Background: an optimization exercise with open tools, aiming at small area and a short achievable clock period. Do not read the settings as production practice.
Only simulation tests tie the RTL to the original design; equivalence was not proved.
Power and IR drop assume default switching activity.

## custom_isa_extensions
module custom_isa_extensions (
    input wire clk,
    input wire resetn,
    input wire is_custom_instruction,
    input wire is_vconv_instruction,
    input wire is_relu_instruction,
    input wire is_madd_instruction,
    input wire is_gemm_instruction,
    input wire [31:0] rs1_data,
    input wire [31:0] rs2_data,
    input wire [31:0] rs3_data,
    input wire instruction_valid,
    output reg instruction_ready,
    output reg [31:0] result_data,
    input wire [31:0] mem_addr,
    input wire [31:0] mem_wdata,
    output reg [31:0] mem_rdata,
    input wire [3:0] mem_wstrb,
    input wire mem_valid,
    output wire mem_ready,
    input wire mem_we
);
Size: roughly 2300 cells after synthesis, about 620 flip-flops, about 28000 µm² of cells after synthesis.
Settings: LEC_CHECK=0, ABC_CLOCK_PERIOD_IN_PS=3000, CAP_MARGIN=20, CORE_MARGIN=2, CORE_UTILIZATION=55, SETUP_SLACK_MARGIN=5, SLEW_MARGIN=20, TNS_END_PERCENT=100; clock period 9.0 ns.
standard.sh (not shown) runs the stock make flow with config.mk's settings and CLKGATE_MAP_FILE= SYNTH_SCRIPT=/design/flow/synth_recipe.tcl, a recipe that flattens the netlist after the stock synthesis.
==> flow/flow/run.sh <==
#!/bin/bash
# Standard layout, with a larger setup repair margin (the SDC and its period are
# unchanged) and regular buffers instead of delay buffers on the ports.
set -euo pipefail
MARGIN=$(cat flow/margin.txt)
bash standard.sh "SETUP_SLACK_MARGIN=$MARGIN" \
  "BUFFER_PORTS_ARGS=-buffer_cell sky130_fd_sc_hd__buf_2" finish > standard_flow.log 2>&1
==> flow/flow/margin.txt <==
6.0
Edit:
--- a/flow/design.v
+++ b/flow/design.v
@@ -8,13 +8,13 @@
     input wire is_gemm_instruction,
     input wire [31:0] rs1_data,
     input wire [31:0] rs2_data,
     input wire [31:0] rs3_data,
     input wire instruction_valid,
     output reg instruction_ready,
-    output reg [31:0] result_data,
+    output wire [31:0] result_data,
     input wire [31:0] mem_addr,
     input wire [31:0] mem_wdata,
     output reg [31:0] mem_rdata,
     input wire [3:0] mem_wstrb,
     input wire mem_valid,
     output wire mem_ready,
@@ -32,12 +32,14 @@
     reg [15:0] x3r;              
     reg [15:0] sr, cr;           
     reg [15:0] ar;               
     reg [15:0] hd;               
     reg bm;                      
     reg tacc;                    
+    reg pend_v, pend_g;          
+    reg show;                    
     reg m67;                     
     wire vc_last   = s_vc   & (cnt[3:0] == 4'd15);
     wire relu_last = s_relu & (cnt[1:0] == 2'd3);
     wire madd_last = mst[7];
     wire gemm_last = s_gemm & (cnt == 5'd31);
     wire go        = instruction_valid & is_custom_instruction;
@@ -81,14 +83,15 @@
         if (!resetn) begin
             bm   <= 1'b0;
             tacc <= 1'b0;
             m67  <= 1'b0;
         end else begin
             bm   <= bm_n;
-            tacc <= (s_vc & (cnt[3:0] >= 4'd7) & (cnt[3:0] <= 4'd14)) |
-                    (s_gemm & (cnt >= 5'd15) & (cnt <= 5'd30)) |
+            tacc <= (s_vc & (cnt[3:0] >= 4'd7) & (cnt[3:0] <= 4'd13)) |
+                    (s_gemm & (cnt >= 5'd15) & (cnt <= 5'd29)) |
+                    (s_comp & (pend_v | pend_g)) |
                     mst[4] | mst[5] | mst[6];
             m67  <= mst[5] | mst[6];
         end
     end
     wire use_p = (s_vc & ~vph & ~cnt[3]) | (s_gemm & ~cnt[4]);
     reg [15:0] xn, yn;
@@ -110,17 +113,21 @@
             yn = {yr[7:0], yr[15:8]};
         end else begin
             xn = rs1_data[15:0];
             yn = use_p ? rs2_data[15:0] : 16'd0;
         end
     end
-    wire [15:0] xg = {xn[15:8] & {8{~bm_n}}, xn[7:0]};
+    wire [15:0] x3i = rs1_data[15:0] + {rs1_data[14:0], 1'b0};
+    wire [15:0] xg  = mst[1]            ? temp[31:16] :
+                      mst[2]            ? {8'd0, temp[31:24]} :
+                      (mst[3] | mst[5]) ? {8'd0, xr[15:8]} : {8'd0, xr[7:0]};
+    wire [15:0] x3g = xg + {xg[14:0], 1'b0};
     always @(posedge clk) begin
         xr  <= xn;
         yr  <= yn;
-        x3r <= xg + {xg[14:0], 1'b0};
+        x3r <= (mst[1] | mst[2] | mst[3] | mst[4] | mst[5]) ? x3g : x3i;
     end
     wire [15:0] cs_s, cs_c;
     wire cs_x0 = xr[0];
     wire cs_x1 = xr[1];
     wire cs_x2 = xr[2];
     wire cs_x3 = xr[3];
@@ -389,16 +396,20 @@
                 fresh_v <= 1'b0;
             if (s_gemm & (cnt == 5'd16))
                 fresh_g <= 1'b0;
         end
     end
     always @(posedge clk) begin
-        if (s_vc & (cnt[3:0] >= 4'd7) & (cnt[3:0] <= 4'd14))
+        if (s_vc & (cnt[3:0] >= 4'd7) & (cnt[3:0] <= 4'd13))
             hd <= vr[1];
-        else if (s_gemm & (cnt >= 5'd15) & (cnt <= 5'd30))
+        else if (s_gemm & (cnt >= 5'd15) & (cnt <= 5'd29))
             hd <= gr[1];
+        else if (s_comp & pend_v)
+            hd <= vr[7];
+        else if (s_comp & pend_g)
+            hd <= gr[15];
         else
             hd <= 16'd0;
     end
     wire m5 = mst[5];
     wire [31:0] tx = {ar & {16{m5}}, hd} | {8'd0, sr & {16{m67}}, 8'd0} |
                      {16'd0, sr & {16{m5}}};
@@ -426,19 +437,23 @@
         else if (s_idle | s_comp)
             instruction_ready <= 1'b1;
         else if (s_dec)
             instruction_ready <= 1'b0;
     end
     always @(posedge clk) begin
-        if (!resetn || s_idle)
-            result_data <= 32'd0;
-        else if (vc_last | gemm_last | (s_relu & cnt[1]))
-            result_data <= temp;
-        else if (madd_last)
-            result_data <= tsum;
+        if (!resetn) begin
+            show   <= 1'b0;
+            pend_v <= 1'b0;
+            pend_g <= 1'b0;
+        end else begin
+            show   <= (s_relu & cnt[1]) | vc_last | gemm_last | madd_last | s_comp;
+            pend_v <= vc_last;
+            pend_g <= gemm_last;
+        end
     end
+    assign result_data = temp & {32{show}};
     always @(posedge clk) begin
         if (!resetn)
             mem_rdata <= 32'd0;
         else if (mem_valid && !mem_we)
             mem_rdata <= {mem_addr[7:0], mem_addr[15:8], mem_addr[23:16], mem_addr[31:24]};
     end
The new run finished with timing, DRC and antenna clean.
Combinational power increases by 6.4%.
Synthesized area is about the same.
Power came out lower by 3.8%.
Final area increases by 1.5%.
Global-route usage went up by 2.1 points.
Wire length climbs by 8.2%.
Synthesized cell count came out higher by 1.3%.
Core utilization goes up by 1.1 points.
Cell count climbs by 1.9%.
Via count increases by 4.7%.
Clock-buffer cell count falls by 7.
Setup slack gains 0.53 ns.

-- port drivers added, routing unchanged --
How much do the figures lean on ideal ports? The routed layouts below were timed once more, with nothing changed but the port constraints. Step 1: set_driving_cell puts a clkbuf_16 on clk and a buf_2 on each other input, an assumption about the parent block. Step 2, shift: input delay + t, output delay - t, t = (earliest + latest rising clock arrival at the registers) / 2. This alone moves slack from input paths to output paths. Slacks: ideal ports / drivers / drivers and shift; pairs: ideal ports / drivers.
| run | shift t [ns] | slack for setup (ns) | worst setup path after step 2 | worst slew at a driven data input, ns |
|---|---|---|---|---|
| the first run | 0.677 | 4.987 / 5.017 / 4.339 | input to register | 0.06 |
| the second run | 0.677 | 5.515 / 5.515 / 5.121 | input to register | 0.06 |
After both steps setup and hold are still met in every run listed. The setup slack of the first run, which loses most, moves by +0.030 ns with the drivers and by -0.648 ns with both steps.
